Source: an optimization exercise on an open RTL-to-GDS flow (aim: small area, a short achievable clock period and few clock cycles per item). Production flows keep margins and buffers that such runs may drop.
In this exercise RTL edits were held to simulation tests only and were not proved equivalent to the original.

==> flow/design.v <==
module ifft_top (
    input  wire        clk,
    input  wire        rst,
    input  wire        ifft_enable,
    input  wire [15:0] in_0_real,
    input  wire [15:0] in_1_real,
    input  wire [15:0] in_2_real,
    input  wire [15:0] in_3_real,
    input  wire [15:0] in_4_real,
    input  wire [15:0] in_5_real,
    input  wire [15:0] in_6_real,
    input  wire [15:0] in_7_real,
    input  wire [15:0] in_8_real,
    input  wire [15:0] in_9_real,
    input  wire [15:0] in_10_real,
    input  wire [15:0] in_11_real,
    input  wire [15:0] in_0_imag,
    input  wire [15:0] in_1_imag,
    input  wire [15:0] in_2_imag,
    input  wire [15:0] in_3_imag,
    input  wire [15:0] in_4_imag,
    input  wire [15:0] in_5_imag,
    input  wire [15:0] in_6_imag,
    input  wire [15:0] in_7_imag,
    input  wire [15:0] in_8_imag,
    input  wire [15:0] in_9_imag,
    input  wire [15:0] in_10_imag,
    input  wire [15:0] in_11_imag,
    output wire [15:0] ifft_out_real,
    output wire [15:0] ifft_out_imag,
    output wire        finish
);
  integer i;
  reg       busy;
  reg [4:0] t;
  reg       fin;
  wire      start = ~busy & ifft_enable;
  always @(posedge clk or negedge rst) begin
    if (!rst) begin
      busy <= 1'b0;
      t    <= 5'd0;
      fin  <= 1'b0;
    end else begin
      if (start) begin
        busy <= 1'b1;
        t    <= 5'd1;
      end else if (busy) begin
        t <= t + 5'd1;
        if (t == 5'd24) busy <= 1'b0;
      end
      fin <= busy & (t >= 5'd8) & (t <= 5'd23);
    end
  end
  assign finish = fin;
  reg [3:0] phA, phB1, phB2, phC;
  reg [1:0] kO;
  always @(posedge clk) begin
    phA  <= start ? 4'd0 : phA + 4'd1;
    phB1 <= phA;
    phB2 <= phB1;
    phC  <= phB2;
    kO   <= t[1:0] + 2'd2;    
  end
  wire [1:0] rA = phA[3:2];
  wire [1:0] rC = phC[3:2], pC = phC[1:0];
  reg [15:0] ar[0:3], ai[0:3], br[0:3], bi[0:3], cr[0:3], ci[0:3];
  always @(posedge clk) begin
    if (!busy) begin
      ar[0] <= in_0_real;  ai[0] <= in_0_imag;
      ar[1] <= in_1_real;  ai[1] <= in_1_imag;
      ar[2] <= in_2_real;  ai[2] <= in_2_imag;
      ar[3] <= in_3_real;  ai[3] <= in_3_imag;
      br[0] <= in_4_real;  bi[0] <= in_4_imag;
      br[1] <= in_5_real;  bi[1] <= in_5_imag;
      br[2] <= in_6_real;  bi[2] <= in_6_imag;
      br[3] <= in_7_real;  bi[3] <= in_7_imag;
      cr[0] <= in_8_real;  ci[0] <= in_8_imag;
      cr[1] <= in_9_real;  ci[1] <= in_9_imag;
      cr[2] <= in_10_real; ci[2] <= in_10_imag;
      cr[3] <= in_11_real; ci[3] <= in_11_imag;
    end else begin
      for (i = 0; i < 4; i = i + 1) begin
        ar[i] <= ar[(i+1)%4]; ai[i] <= ai[(i+1)%4];
        br[i] <= br[(i+1)%4]; bi[i] <= bi[(i+1)%4];
        cr[i] <= cr[(i+1)%4]; ci[i] <= ci[(i+1)%4];
      end
    end
  end
  reg  [15:0] zr[0:3], zi[0:3];
  wire [15:0] zin_r, zin_i;
  always @(posedge clk) begin
    zr[0] <= zin_r; zi[0] <= zin_i;
    for (i = 1; i < 4; i = i + 1) begin
      zr[i] <= zr[i-1]; zi[i] <= zi[i-1];
    end
  end
  wire        r0A = (rA == 2'd0), r1A = (rA == 2'd1);
  wire [15:0] wopr = cr[0] ^ {16{r1A}}, wopi = ci[0] ^ {16{r1A}};
  wire [15:0] vopr = r0A ? ~br[0] : 16'd0, vopi = r0A ? ~bi[0] : 16'd0;
  wire [1:0]  kA = {1'b0, r1A} + {1'b0, r0A};
  wire [15:0] pre_r = ar[0] + wopr + vopr + {14'd0, kA};
  wire [15:0] pre_i = ai[0] + wopi + vopi + {14'd0, kA};
  reg  [15:0] PBr, PBi;
  always @(posedge clk) begin
    case (rA)
      2'd0, 2'd1: begin PBr <= pre_r; PBi <= pre_i; end
      2'd2:       begin PBr <= br[0]; PBi <= bi[0]; end
      default:    begin PBr <= zr[0]; PBi <= zi[0]; end
    endcase
  end
  localparam M_ID = 3'd0, M_J = 3'd1, M_T1 = 3'd2, M_T3 = 3'd3,
             M_W1 = 3'd4, M_W3 = 3'd5, M_W5 = 3'd6, M_W7 = 3'd7;
  reg [2:0] modeA;
  always @(*) begin
    case (phA)
      4'd0:  modeA = M_ID; 4'd1:  modeA = M_T1; 4'd2:  modeA = M_J;  4'd3:  modeA = M_T3;
      4'd4:  modeA = M_ID; 4'd5:  modeA = M_W1; 4'd6:  modeA = M_T1; 4'd7:  modeA = M_W3;
      4'd8:  modeA = M_J;  4'd9:  modeA = M_W5; 4'd10: modeA = M_T3; 4'd11: modeA = M_W7;
      4'd12: modeA = M_ID; 4'd13: modeA = M_T1; 4'd14: modeA = M_J;  default: modeA = M_T3;
    endcase
  end
  reg [4:0]  cre, cim;
  reg        hs;
  always @(*) begin
    case (modeA)
      M_W1:    begin cre = 5'b00_11_0; cim = 5'b10_00_0; hs = 1'b0; end
      M_W3:    begin cre = 5'b11_00_0; cim = 5'b00_10_0; hs = 1'b0; end
      M_W5:    begin cre = 5'b11_01_1; cim = 5'b00_11_1; hs = 1'b0; end
      M_W7:    begin cre = 5'b01_11_1; cim = 5'b11_00_1; hs = 1'b0; end
      M_T1:    begin cre = 5'b00_11_0; cim = 5'b10_00_0; hs = 1'b1; end
      default: begin cre = 5'b01_11_1; cim = 5'b00_11_1; hs = 1'b1; end  
    endcase
  end
  function [10:0] kconst(input [4:0] c, input h);
    kconst = 11'd4 + {10'd0, h} + {10'd0, c[0]}
           + (c[3] ? (h ? 11'd724 : 11'd946) : 11'd0)
           + (c[1] ? (h ? 11'd724 : 11'd391) : 11'd0);
  endfunction
  reg [4:0]  creB, cimB;
  reg        hsB, byB, jB;
  reg [10:0] kreB, kimB;
  reg        byB2, jB2;
  always @(posedge clk) begin
    creB <= cre; cimB <= cim; hsB <= hs;
    kreB <= kconst(cre, hs); kimB <= kconst(cim, hs);
    byB  <= (modeA == M_ID) | (modeA == M_J);
    jB   <= (modeA == M_J);
    byB2 <= byB; jB2 <= jB;
  end
  wire [25:0] s_re, c_re, s_im, c_im;
  ifft_tw_comp u_re (.dr(PBr), .di(PBi), .src_im(1'b0), .ctl(creB), .hsel(hsB), .kc(kreB),
                     .s(s_re), .c(c_re));
  ifft_tw_comp u_im (.dr(PBr), .di(PBi), .src_im(1'b1), .ctl(cimB), .hsel(hsB), .kc(kimB),
                     .s(s_im), .c(c_im));
  wire [10:0] lo_re = {1'b0, s_re[9:0]} + {1'b0, c_re[9:0]};
  wire [10:0] lo_im = {1'b0, s_im[9:0]} + {1'b0, c_im[9:0]};
  reg  [15:0] SRr, CRr, SRi, CRi, BPr, BPi;
  reg         LCr, LCi;
  always @(posedge clk) begin
    SRr <= s_re[25:10]; CRr <= c_re[25:10]; LCr <= lo_re[10];
    SRi <= s_im[25:10]; CRi <= c_im[25:10]; LCi <= lo_im[10];
    BPr <= jB ? -PBi : PBr;
    BPi <= jB ? PBr : PBi;
  end
  wire [15:0] prod_r = SRr + CRr + {15'd0, LCr};
  wire [15:0] prod_i = SRi + CRi + {15'd0, LCi};
  reg  [15:0] MRr, MRi;
  always @(posedge clk) begin
    MRr <= byB2 ? BPr : prod_r;
    MRi <= byB2 ? BPi : prod_i;
  end
  wire        r0C = (rC == 2'd0);
  wire [15:0] z3r = zr[3], z3i = zi[3];
  wire [15:0] a1r = r0C ? ar[1] : z3r,  a1i = r0C ? ai[1] : z3i;
  wire [15:0] a2r = r0C ? cr[1] : MRr,  a2i = r0C ? ci[1] : MRi;
  wire [15:0] a3r = r0C ? br[1] : 16'd0, a3i = r0C ? bi[1] : 16'd0;
  wire [15:0] sum_r = a1r + a2r + a3r, sum_i = a1i + a2i + a3i;
  wire [15:0] dif_r = z3r - MRr, dif_i = z3i - MRi;
  reg  [15:0] gv_r, gv_i;
  always @(*) begin
    case (rC)
      2'd1:       begin gv_r = z3r;   gv_i = z3i;   end
      2'd3:       begin gv_r = MRr;   gv_i = MRi;   end
      default:    begin gv_r = sum_r; gv_i = sum_i; end
    endcase
  end
  assign zin_r = (rC == 2'd2) ? dif_r : MRr;
  assign zin_i = (rC == 2'd2) ? dif_i : MRi;
  reg [15:0] sr[0:2], si[0:2];
  reg [15:0] g0r, g0i, g1r, g1i, g2r, g2i, g3r, g3i;
  always @(posedge clk) begin
    sr[0] <= gv_r;  si[0] <= gv_i;
    sr[1] <= sr[0]; si[1] <= si[0];
    sr[2] <= sr[1]; si[2] <= si[1];
    if (pC == 2'd3) begin
      g0r <= sr[2]; g0i <= si[2];
      g1r <= sr[1]; g1i <= si[1];
      g2r <= sr[0]; g2i <= si[0];
      g3r <= gv_r;  g3i <= gv_i;
    end
  end
  reg swp, nr1, nr3, ni1, ni3;
  always @(posedge clk) begin
    swp <= kO[1];
    nr1 <= (kO == 2'd1) | (kO == 2'd2);
    nr3 <= (kO == 2'd1) | (kO == 2'd3);
    ni1 <= (kO == 2'd1) | (kO == 2'd3);
    ni3 <= (kO == 2'd1) | (kO == 2'd2);
  end
  wire        n2  = swp;
  wire [15:0] or1 = (swp ? g1i : g1r) ^ {16{nr1}};
  wire [15:0] or3 = (swp ? g3i : g3r) ^ {16{nr3}};
  wire [15:0] or2 = g2r ^ {16{n2}};
  wire [15:0] oi1 = (swp ? g1r : g1i) ^ {16{ni1}};
  wire [15:0] oi3 = (swp ? g3r : g3i) ^ {16{ni3}};
  wire [15:0] oi2 = g2i ^ {16{n2}};
  wire [1:0]  cor = nr1 + nr3 + n2;
  wire [1:0]  coi = ni1 + ni3 + n2;
  wire [15:0] o_r = g0r + or1 + or2 + or3 + {14'd0, cor};
  wire [15:0] o_i = g0i + oi1 + oi2 + oi3 + {14'd0, coi};
  reg  [15:0] OR, OI;
  always @(posedge clk) begin
    OR <= o_r; OI <= o_i;
  end
  assign ifft_out_real = OR;
  assign ifft_out_imag = OI;
endmodule
module ifft_tw_comp (
    input  wire [15:0] dr,
    input  wire [15:0] di,
    input  wire        src_im,
    input  wire [4:0]  ctl,      
    input  wire        hsel,
    input  wire [10:0] kc,
    output wire [25:0] s,
    output wire [25:0] c
);
  wire xs = ctl[4], xn = ctl[3], ys = ctl[2], yn = ctl[1], zc = ctl[0];
  wire [25:0] er = {{10{dr[15]}}, dr};
  wire [25:0] ei = {{10{di[15]}}, di};
  wire [25:0] X  = (xs ? ei : er) ^ {26{xn}};
  wire [25:0] Y  = (ys ? ei : er) ^ {26{yn}};
  wire [25:0] sv = src_im ? ei : er;
  wire [25:0] o0  = X << 10;
  wire [25:0] o1  = ~(X << 6);
  wire [25:0] o2  = hsel ? ~(X << 8) : ~(X << 4);
  wire [25:0] o3  = hsel ? (X << 4) : (X << 1);
  wire [25:0] o4  = hsel ? (X << 2) : 26'd0;
  wire [25:0] o5  = Y << 9;
  wire [25:0] o6  = hsel ? (Y << 8) : ~(Y << 7);
  wire [25:0] o7  = hsel ? ~(Y << 5) : (Y << 3);
  wire [25:0] o8  = hsel ? ~(Y << 3) : ~Y;
  wire [25:0] o9  = hsel ? ~(Y << 2) : 26'd0;
  wire [25:0] o10 = zc ? ~sv : 26'd0;
  wire [25:0] o11 = {15'd0, kc};
  wire [25:0] s1a, c1a, s1b, c1b, s1c, c1c, s1d, c1d;
  ifft_csa l1a (o0, o1, o2,  s1a, c1a);
  ifft_csa l1b (o3, o4, o5,  s1b, c1b);
  ifft_csa l1c (o6, o7, o8,  s1c, c1c);
  ifft_csa l1d (o9, o10, o11, s1d, c1d);
  wire [25:0] s2a, c2a, s2b, c2b;
  ifft_csa l2a (s1a, c1a, s1b, s2a, c2a);
  ifft_csa l2b (c1b, s1c, c1c, s2b, c2b);
  wire [25:0] s3a, c3a, s3b, c3b;
  ifft_csa l3a (s2a, c2a, s2b, s3a, c3a);
  ifft_csa l3b (c2b, s1d, c1d, s3b, c3b);
  wire [25:0] s4, c4;
  ifft_csa l4 (s3a, c3a, s3b, s4, c4);
  ifft_csa l5 (s4, c4, c3b, s, c);
endmodule
module ifft_csa (
    input  wire [25:0] a,
    input  wire [25:0] b,
    input  wire [25:0] d,
    output wire [25:0] s,
    output wire [25:0] c
);
  assign s = a ^ b ^ d;
  wire [25:0] m = (a & b) | (a & d) | (b & d);
  assign c = {m[24:0], 1'b0};
endmodule
==> flow/run.sh <==
#!/bin/bash
# synth_recipe.tcl (not shown) runs the flow's synth.tcl, then flattens the netlist and writes it again
# the make line also repeats each setting of config.mk as NAME=value (left out here)
make -C /OpenROAD-flow-scripts/flow DESIGN_CONFIG=/design/flow/config.mk WORK_HOME=/design/flow/orfs CLKGATE_MAP_FILE= SYNTH_SCRIPT=/design/flow/synth_recipe.tcl finish
==> flow/config.mk <==
export PLATFORM = sky130hd
export DESIGN_NAME = ifft_top
export DESIGN_NICKNAME = ifft_top
export VERILOG_FILES = /design/flow/design.v
export SDC_FILE = /design/flow/constraint.sdc
export NUM_CORES = 4
export LEC_CHECK = 0
export ABC_CLOCK_PERIOD_IN_PS = 3500
export CAP_MARGIN = 20
export CORE_MARGIN = 2
export CORE_UTILIZATION = 40
export SLEW_MARGIN = 20
==> flow/constraint.sdc <==
create_clock -name core_clock -period 13.6 [get_ports {clk}]
set_input_delay 2.7200 -clock core_clock [delete_from_list [all_inputs] [get_ports {clk}]]
set_output_delay 2.7200 -clock core_clock [all_outputs]
set_load 0.01 [all_outputs]
==> summary.txt <==
Hold path
  • Sink of the worst hold path: zi[2][13]
  • Worst Hold Class: reg2reg
  • Hold path depth: 0
  • Hold Startpoint: zi[1][13]

Detailed routing
  • Final wirelength: approximately 150000 um
  • Via density: about 4.9
  • Routed WL per cell: ~20 um
  • Drt drc: 0
  • Drt pass-1 iters: 6
  • Post-route ant nets: 0
  • Vias: roughly 37000
  • Iter 0 DRT Violations: between 2000 and 2500

GRT
  • Overall global routing resource usage: a little over a fifth
  • Global route total overflow: 0
  • Pin count of the biggest net entering global routing: 86
  • Antenna violations before repair: 7
  • First-pass GRT wire length: around 230000 um
  • Vias in the first global route: 38008

Die
  • Placeable Area: 139000 sq um
  • Die area: 143000 sq um
  • I/O pin cnt: between 400 and 500
  • DIE WIDTH: between 300 and 400 um
  • Placement Rows: ~140
  • DIE HEIGHT: around 380 um
  • Initial Utilization: between 40% and 50%

Yosys
  • Leading area contributor after synthesis: dfxtp_1
  • Mean Syn Cell Area: about 11 sq um
  • Most frequent cell after synthesis: dfxtp_1
  • Sequential share of the synthesized area: a little under two fifths
  • Cells after Synth: a little over 5000
  • Top_reg_cell synth: dfxtp_1
  • Largest cells by area after synthesis: dfxtp_1 (31%), fa_1 (18%), mux2_2 (8.5%)
  • Yosys reg bits: between 900 and 1000
  • Synth top area share: 30.8%
  • Distinct cell type count after synthesis: 76
  • Mapped cell area: 56000 sq um
  • EDFF count, synth: between 100 and 150
  • Synth async-reset ratio: less than 1%
  • Yosys warns: 11
  • Most instantiated cells after synthesis: dfxtp_1 (860), inv_1 (790), fa_1 (499)

STA
  • Tmin final: 5.86 ns
  • Worst Max-Slew Pin Slew: between 1 and 1.5 ns
  • Slew HR: a little over a quarter
  • Clock skew: 0.0647 ns
  • Fmax: ~170 MHz
  • Max-slew violations: 0
  • Hold_ws: 0.285 ns
  • RSZ-0062 raised after global routing: no
  • Setup_tns: 0 ns
  • Final Cycle Share: a little over two fifths
  • Final setup violation count: 0
  • Final Hold Fails: 0
  • Final worst slack: around 7.7 ns

Clock network
  • Clock Tree Buf Depth: 3
  • Num CTS Buffers: around 110
  • Postcts setup bufs: 0
  • Root buf cell: clkbuf_16
  • Clock latency on the worst-skew pair: 0.77 ns
  • CTS Sinks: slightly below 1000
  • TritonCTS clock tree: built
  • CTS Hold Bufs: 0
  • CTS HTree Levels: 3
  • CTS resizes: 0
  • Clock slew at reported path FFs: 0.06 ns

Finish
  • Final instance area: between 60000 and 70000 sq um
  • Final #Nets: between 6000 and 7000
  • P&R area growth vs syn: 18.0%
  • Final core utilization: a little under half
  • Multi-input logic area: between 30000 and 40000 sq um
  • Share of cells above drive strength 1: roughly an eighth
  • Sequential cell area: approximately 21000 sq um
  • Cell Count, Final, Fillers Out: roughly 7500
  • Fill cell count: roughly 13000

Setup path
  • CP Data Required Time: about 14 ns
  • FF-to-FF End: LCr
  • Worst r2r src: hsB
  • WS Path Type: reg2reg
  • Arr. time, crit path: between 6 and 7 ns
  • Crit path max fanout: 82
  • Reg2reg path depth: 16
  • Setup crit start kind: flip-flop
  • Worst Setup End Kind: flip-flop

Outcome
  • Outcome: no timing/DRC/antenna violations

Place
  • Pre-CTS setup slack: 7.73 ns
  • Dpl cell area: 62100 sq um
  • RePlAce Congestion: a little over 0.9
  • Buffers on Ports: 419
  • Placed insts: 7306
  • DPL Wire Length: 121000 um

Run
  • Max-Cap Viols: 0
-- worst max-delay path, stage by stage, from the launching register on --
cell	delay (ns)
dfxtp_4	0.90
clkinv_2	0.65
buf_4	0.52
nand2_1	0.20
nand2_1	0.11
fa_1	0.49
inv_1	0.05
fa_1	0.50
inv_1	0.06
fa_1	0.50
fa_1	0.50
inv_1	0.05
fa_1	0.44
ha_1	0.31
or3_1	0.34
o21ai_0	0.09
a21oi_1	0.06
-- worst max path at each step --
stage,slack [ns],to,cells past startpoint,start
after floorplan,8.39,LCi,18,cimB[2]
after global placement,7.76,LCi,16,hsB
after detailed placement,7.73,LCr,16,hsB
after CTS,7.73,PBi[15],18,phA[2]
after global routing,7.36,LCr,16,hsB
final,7.74,LCr,16,hsB
-- cell families (layout without fill, tap and decap cells) --
logic type	after synthesis	in the layout	share of synthesized area, %
adder cells (fa/ha/maj)	759	759	23.7
multiplexers	624	624	12.1
AO/OA/AOI/OAI	603	603	6.73
AND/OR/NAND/NOR	801	801	6.66
buffers and inverters	987	1441	6.64
XOR/XNOR	400	400	6.26
flip-flops	995	995	37.9
other	2	12	0.0134
-- placed cells by master, fill, tap and decap left out, drive strengths merged, types with 21 or more instances in the layout --
cell type      instances
nand3                 36
dfxtp                860
nor3                  57
xnor2                304
buf                   30
fa                   499
nor2b                 36
clkbuf               150
a21oi                143
mux2i                200
nand2                320
o21a                  42
o21ai                212
a21o                  39
nand2b                44
or3                   49
xor2                  96
nor2                 181
o31ai                 25
mux2                 424
clkdlybuf4s50        419
ha                   260
inv                  794
edfxtp               128
clkinv                29
a211oi                21
-- layout make-up --
class                   instances  share of cell area [%]
multi-input cells            3195                    47.1
flip-flops and latches        995                    32.2
repair buffers                449                    6.70
clock buffers                 150                    4.84
inverters                     791                    4.50
well taps                    1876                    3.55
clock inverters                51                    1.15
diodes                          4                  0.0152
-- per-layer routing --
| metal | wire length, um | vias to the layer above | track usage [%] | part of all wire, % |
|---|---|---|---|---|
| li1 | - | 17517 | - | - |
| met5 | 0 | - | 0 | 0 |
| met4 | 4270 | 0 | 6.39 | 2.8 |
| met2 | 72200 | 923 | 35.5 | 47 |
| met3 | 9550 | 190 | 4.25 | 6.3 |
| met1 | 66300 | 18136 | 27.7 | 44 |
-- registers in the layout, summed over array words and instances, names as in the netlist, 48 cells and up --
name,count
ai,64
ar,64
bi,64
br,64
ci,64
cr,64
zi,64
zr,64
si,48
sr,48
Testbench counts, summed over its fixed seeds: cycles 12,800, items 512.

afterwards: timing with drivers on the ports:
The flow's constraints put no driver on any port. The routed layout listed below was extracted and timed again, unchanged, in two steps.
Step 1 (the two cells are an assumption about what drives the block):
set clk [get_ports {clk}]
set_driving_cell -lib_cell sky130_fd_sc_hd__clkbuf_16 $clk
set_driving_cell -lib_cell sky130_fd_sc_hd__buf_2 [delete_from_list [all_inputs] $clk]
Step 2 adds t to the input delays and takes it off the output delays; t is the mean of the earliest and latest rising clock arrival at the registers after step 1. Input paths then give back, and output paths get back, about the clock's delay inside the block.
Slacks: no drivers / after step 1 / after step 2; pairs: no drivers / after step 1.
shift t [ns]: 0.803
slack for setup (ns): 7.741 / 7.741 / 7.741
worst setup path at the end: register to register
pins driven straight from the clock port: 1
After both steps this run still meets setup and hold. The setup slack of this run moves by 0.000 ns with the drivers and by 0.000 ns with both steps.
